Source: an optimization exercise on an open RTL-to-GDS flow (aim: small area, a short achievable clock period and few clock cycles). Production flows keep margins and buffers that such runs may drop.
Where RTL was checked, it was by simulation tests only, not by an equivalence proof against the original.
Power is estimated from default activity; no workload was simulated.

JK:
## LBP
module LBP ( clk, reset, gray_addr, gray_req, gray_ready, gray_data, lbp_addr, lbp_valid, lbp_data, finish);
input   clk;
input   reset;
output  [13:0]gray_addr;
output  gray_req;
input   gray_ready;
input   [7:0]gray_data;
output  [13:0]lbp_addr;
output  lbp_valid;
output  [7:0]lbp_data;
output  finish;
reg [2:0] j;         
reg [6:0] row;       
reg [6:0] col;       
reg [13:0] lbp_addr;
reg [7:0] lbp_data;
reg lbp_valid;
reg finish;
assign gray_addr = {row, col};
assign gray_req  = 1'b1;
wire j_last   = &j;
wire col_last = &col;
wire last_rd  = (&row) & col_last;
always @(posedge clk) begin
	if (!gray_ready) begin
		j   <= 3'd0;
		row <= 7'd0;
		col <= 7'd0;
	end else begin
		j <= j + 3'd1;
		if (j_last) col <= col + 7'd1;
		if (!j_last)       row <= row + 7'd1;
		else if (!col_last) row <= row - 7'd7;
		else               row <= row - 7'd1;
	end
end
always @(posedge clk) begin
	if (reset) finish <= 1'b0;
	else if (gray_ready && last_rd) finish <= 1'b1;
end
wire [7:0] x = gray_data;
reg [7:0] p1, p2, p3, p4, p5, p6, p7, p8, p9;
reg [2:0] a1, a2, a3, a4, a5, a6, a7, a8, a9;
reg b1_9;    
reg b2_8, b2_9;
reg b4_9;
wire x_ge_p7 = x >= p7;  wire p7_ge_x = p7 >= x;    
wire x_ge_p8 = x >= p8;  wire p8_ge_x = p8 >= x;    
wire x_ge_p9 = x >= p9;  wire p9_ge_x = p9 >= x;    
wire p8_ge_p9 = p8 >= p9; wire p9_ge_p8 = p9 >= p8;  
always @(posedge clk) begin
	p1 <= x;  p2 <= p1; p3 <= p2; p4 <= p3; p5 <= p4;
	p6 <= p5; p7 <= p6; p8 <= p7; p9 <= p8;
	a1 <= {p7_ge_x, p8_ge_x, p9_ge_x};
	a2 <= a1; a3 <= a2; a4 <= a3; a5 <= a4; a6 <= a5; a7 <= a6; a8 <= a7; a9 <= a8;
	b1_9 <= p9_ge_p8;
	b2_8 <= x_ge_p7; b2_9 <= b2_8;
	b4_9 <= x_ge_p8;
	lbp_data <= {x_ge_p9, p8_ge_p9, a9[2], b4_9, a9[1], b2_9, b1_9, a9[0]};
	lbp_addr <= {row - 7'd1, col - 7'd1};
	lbp_valid <= gray_ready && !finish && (|j[2:1]) && (|col[6:1]);
end
endmodule
Size: about 370 cells after synthesis, ~140 flip-flops, ~50 I/O pins, roughly 4500 µm² of cells after synthesis.
Settings: LEC_CHECK=0, CAP_MARGIN=20, CORE_MARGIN=2, CORE_UTILIZATION=40, SETUP_SLACK_MARGIN=3.4, SLEW_MARGIN=20; clock period 5.0 ns.
run.sh (not shown) runs the stock make flow with config.mk's settings and CLKGATE_MAP_FILE= SYNTH_SCRIPT=/design/flow/synth_recipe.tcl, a recipe that flattens the netlist after the stock synthesis.
Modified inputs, MS compared to JK
Settings: SETUP_SLACK_MARGIN: 3.4 -> unset.
Findings:
- Final-layout non-clock buffer area share in MS vs JK: down 1.6 points
- MS — clock network fraction of total power 1.3 points higher, JK as reference
- Delta (MS minus JK): flip-flop and latch share of the layout cell area up 4.7 points; minimum clock period up 0.75 ns; placer congestion estimate up 0.015.
- Total met2 wirelength after detailed routing (lower): MS
Setup changes, MS to AL
Settings: an added SETUP_SLACK_MARGIN of 3.8.
In the reports for AL and MS, the smaller share of power burned in the clock network belongs to AL. Compared with MS, AL shows total routing usage reported by global routing higher by 1.2 points. AL completed end to end with timing, DRC and antenna clean. Per the final summary, MS finished and its layout is clean on timing, DRC and antenna. Per the comparison of AL with MS, final-layout clock-cell area share moved down, sequential fraction of total cell area moved down, non-clock buffer total of the final layout moved up, post-layout net count moved up, ratio of final minimum period to clock period moved down. Via count (higher): AL. NOTE wire length after detailed routing MS->AL increased by a little under 10%. AL: combined area of the multi-input logic cells higher than MS.
Function was not checked in any run of this note: the RTL went through the layout flow alone.

---

== v54 ==
The RTL this note starts from:
==> flow/design.v <==
`timescale 1ns/10ps
module LBP ( clk, reset, gray_addr, gray_req, gray_ready, gray_data, lbp_addr, lbp_valid, lbp_data, finish);
input   clk;
input   reset;
output  [13:0]gray_addr;
output  gray_req;
input   gray_ready;
input   [7:0]gray_data;
output  [13:0]lbp_addr;
output  lbp_valid;
output  [7:0]lbp_data;
output  finish;
reg [2:0] j;         
reg [6:0] row;       
reg [6:0] col;       
reg [13:0] lbp_addr;
reg [7:0] lbp_data;
reg lbp_valid;
reg finish;
assign gray_addr = {row, col};
assign gray_req  = 1'b1;
wire j_last   = &j;
wire col_last = &col;
wire last_rd  = (&row) & col_last;
always @(posedge clk) begin
	if (!gray_ready) begin
		j   <= 3'd0;
		row <= 7'd0;
		col <= 7'd0;
	end else begin
		j <= j + 3'd1;
		if (j_last) col <= col + 7'd1;
		if (!j_last)       row <= row + 7'd1;
		else if (!col_last) row <= row - 7'd7;
		else               row <= row - 7'd1;
	end
end
always @(posedge clk) begin
	if (reset) finish <= 1'b0;
	else if (gray_ready && last_rd) finish <= 1'b1;
end
wire [7:0] x = gray_data;
reg [7:0] p1, p2, p3, p4, p5, p6, p7, p8, p9;
reg [2:0] a1, a2, a3, a4, a5, a6, a7, a8, a9;
reg b1_9;    
reg b2_8, b2_9;
reg b4_9;
function [1:0] cmp2;
	input [7:0] a, b;
	reg [7:0] g, l;
	reg [3:0] g1, l1;
	reg [1:0] g2, l2;
	reg g3, l3;
	integer k;
	begin
		g = a & ~b;
		l = ~a & b;
		for (k = 0; k < 4; k = k + 1) begin
			g1[k] = g[2*k+1] | ~l[2*k+1] & g[2*k];
			l1[k] = l[2*k+1] | ~g[2*k+1] & l[2*k];
		end
		for (k = 0; k < 2; k = k + 1) begin
			g2[k] = g1[2*k+1] | ~l1[2*k+1] & g1[2*k];
			l2[k] = l1[2*k+1] | ~g1[2*k+1] & l1[2*k];
		end
		g3 = g2[1] | ~l2[1] & g2[0];
		l3 = l2[1] | ~g2[1] & l2[0];
		cmp2 = {~l3, ~g3};
	end
endfunction
wire x_ge_p7, p7_ge_x, x_ge_p8, p8_ge_x, x_ge_p9, p9_ge_x, p8_ge_p9, p9_ge_p8;
assign {x_ge_p7, p7_ge_x} = cmp2(x, p7);     
assign {x_ge_p8, p8_ge_x} = cmp2(x, p8);     
assign {x_ge_p9, p9_ge_x} = cmp2(x, p9);     
assign {p8_ge_p9, p9_ge_p8} = cmp2(p8, p9);  
always @(posedge clk) begin
	p1 <= x;  p2 <= p1; p3 <= p2; p4 <= p3; p5 <= p4;
	p6 <= p5; p7 <= p6; p8 <= p7; p9 <= p8;
	a1 <= {p7_ge_x, p8_ge_x, p9_ge_x};
	a2 <= a1; a3 <= a2; a4 <= a3; a5 <= a4; a6 <= a5; a7 <= a6; a8 <= a7; a9 <= a8;
	b1_9 <= p9_ge_p8;
	b2_8 <= x_ge_p7; b2_9 <= b2_8;
	b4_9 <= x_ge_p8;
	lbp_data <= {x_ge_p9, p8_ge_p9, a9[2], b4_9, a9[1], b2_9, b1_9, a9[0]};
	lbp_addr <= {row - 7'd1, col - 7'd1};
	lbp_valid <= gray_ready && !finish && (|j[2:1]) && (|col[6:1]);
end
endmodule
export LEC_CHECK = 0
export ABC_AREA = 1
export CAP_MARGIN = 20
export CORE_MARGIN = 2
export CORE_UTILIZATION = 40
export SETUP_SLACK_MARGIN = 3.0
export SLEW_MARGIN = 20
create_clock -name core_clock -period 5.0 [get_ports {clk}]
standard.sh (not shown) runs the stock make flow with config.mk's settings and CLKGATE_MAP_FILE= SYNTH_SCRIPT=/design/flow/synth_recipe.tcl, a recipe that flattens the netlist after the stock synthesis.
==> flow/flow/run.sh <==
#!/bin/bash
# The standard layout, with the clock tree built from clkbuf_8 and no dummy loads.
set -euo pipefail
CTS="-sink_clustering_enable -repair_clock_nets -buf_list sky130_fd_sc_hd__clkbuf_8 -dont_use_dummy_load"
bash standard.sh "CTS_ARGS=$CTS" finish > make_finish.log 2>&1
In summary, v54 completed successfully, with a layout that passed the timing, design-rule and antenna checks.
Testbench counts of v54, summed over its fixed seeds: cycles 86,020.
Changes in v31 relative to v54:
- removing ABC_AREA (formerly 1)
==> flow/run.sh (new file) <==
#!/bin/bash
# synth_recipe.tcl (not shown) runs the flow's synth.tcl, then flattens the netlist and writes it again
# the make line also repeats each setting of config.mk as NAME=value (left out here)
make -C /OpenROAD-flow-scripts/flow DESIGN_CONFIG=/design/flow/config.mk WORK_HOME=/design/flow/orfs CLKGATE_MAP_FILE= SYNTH_SCRIPT=/design/flow/synth_recipe.tcl finish
removed: flow/flow/run.sh
removed: flow/standard.sh
Notes after the runs:
Per the final summary, v31 finished and its layout is clean on timing, DRC and antenna. Peak supply drop grows by more than half when moving from v54 to v31. Going from v54 to v31, first-pass GRT wire length shrank by a few percent. Measured against each other, v54 and v31 differ in met1 usage, the lower figure coming from v31. When v31 is measured against v54, its synthesized area turns out about 1.6% higher. Reported combinational group power for v31 is higher than for v54.
Edits applied to the flow inputs when going from v31 to v53:
- putting CTS_CLUSTER_SIZE at 24 where nothing was set
- putting CTS_BUF_LIST at sky130_fd_sc_hd__clkbuf_8 where nothing was set
==> flow/flow/run.sh (new file) <==
#!/bin/bash
# The standard layout, with the clock tree built from clkbuf_8 and no dummy loads.
set -euo pipefail
CTS="-sink_clustering_enable -repair_clock_nets -buf_list sky130_fd_sc_hd__clkbuf_8 -dont_use_dummy_load -sink_clustering_size 30 -sink_clustering_max_diameter 80 -sink_clustering_levels 1"
bash standard.sh "CTS_ARGS=$CTS" finish > make_finish.log 2>&1
==> flow/standard.sh (new file) <==
#!/bin/bash
# synth_recipe.tcl (not shown) runs the flow's synth.tcl, then flattens the netlist and writes it again
# the make line also repeats each setting of config.mk as NAME=value (left out here)
make -C /OpenROAD-flow-scripts/flow DESIGN_CONFIG=/design/flow/config.mk WORK_HOME=/design/flow/orfs CLKGATE_MAP_FILE= SYNTH_SCRIPT=/design/flow/synth_recipe.tcl "${@:-finish}"
removed: flow/run.sh
Results
- Diff v31 -> v53 | arrival time of data at the critical path endpoint | increase of 1350 ps
- Summary — combined global-route utilization of all metal layers, v53 relative to v31: lower, by 0.23 points.
- Worst setup slack delta (v53 -> v31): insignificant
- Final worst clock skew up 13 ps in v53 wrt v31
- v53 ended with every stage complete and zero timing, DRC or antenna violations.
- Taking v31 as the reference, in v53 static leakage lower; total power lower.
- Comparing minimum setup slack among reg-to-reg paths for v53 and v31, the smaller number came from v53.
- Final critical delay including setup and external delays: v53 vs v31 — no meaningful difference
- Reported for v53 and v31, post-synth design cell area turned out identical to the last digit.
Setup changes, v53 to v1
==> flow/run.sh (new file) <==
#!/bin/bash
# synth_recipe.tcl (not shown) runs the flow's synth.tcl, then flattens the netlist and writes it again
# the make line also repeats each setting of config.mk as NAME=value (left out here)
make -C /OpenROAD-flow-scripts/flow DESIGN_CONFIG=/design/flow/config.mk WORK_HOME=/design/flow/orfs CLKGATE_MAP_FILE= SYNTH_SCRIPT=/design/flow/synth_recipe.tcl finish
removed: flow/flow/run.sh
removed: flow/standard.sh
### Flow results
- Summary of v1 over v53: via count of the routed design saw an increase; fraction of the cycle the final worst path needs saw little to no change; met3 usage in global routing saw an increase; first-iteration DRC count saw a decrease; reg-to-reg setup timing slack saw an increase.
- On worst path required time, v1 and v53 are neck and neck.
- The more densely filled core belongs to v1, not v53.
- Compared with v53, v1 shows a higher global-route wire length before repair.
- Compared with v53, v1 ends up with more cell area.

[what the ideal ports hide]
Ports are ideal in the flow. The routed layouts listed here were re-timed in OpenROAD.
Step 1 (the two cells are an assumption about what drives the block):
set clk [get_ports {clk}]
set_driving_cell -lib_cell sky130_fd_sc_hd__clkbuf_16 $clk
set_driving_cell -lib_cell sky130_fd_sc_hd__buf_2 [delete_from_list [all_inputs] $clk]
Step 2 moves the port delays by t, midway between the first and last clock arrival at a register: inputs arrive t later, outputs are due t later. That takes back most of the time a late clock gives input paths.
Slacks: ideal / step 1 / step 2; pairs: ideal / step 1.
run | shift t [ns] | setup slack, ns | hold slack, ns | worst slew at a driven data input, ns | cell pins on the clock port's net
JK | 0.536 | 3.026 / 2.995 / 2.673 | 0.324 / 0.324 / 0.324 | 0.07 | 1
MS | 0.537 | 2.272 / 2.242 / 2.090 | 0.324 / 0.324 / 0.324 | 0.03 | 1
AL | 0.548 | 3.014 / 2.982 / 2.702 | 0.322 / 0.322 / 0.322 | 0.06 | 1
v54 | 0.431 | 3.039 / 3.009 / 2.651 | 0.310 / 0.310 / 0.310 | 0.03 | 1
v31 | 0.528 | 3.033 / 3.001 / 2.554 | 0.322 / 0.322 / 0.322 | 0.03 | 1
v53 | 0.438 | 3.032 / 3.030 / 2.606 | 0.298 / 0.298 / 0.298 | 0.03 | 1
v1 | 0.446 | 3.034 / 3.047 / 2.601 | 0.326 / 0.326 / 0.326 | 0.03 | 1
After both steps every run listed still meets setup and hold. The setup slack of v31, which loses most, moves by -0.032 ns with the drivers and by -0.479 ns with both steps.
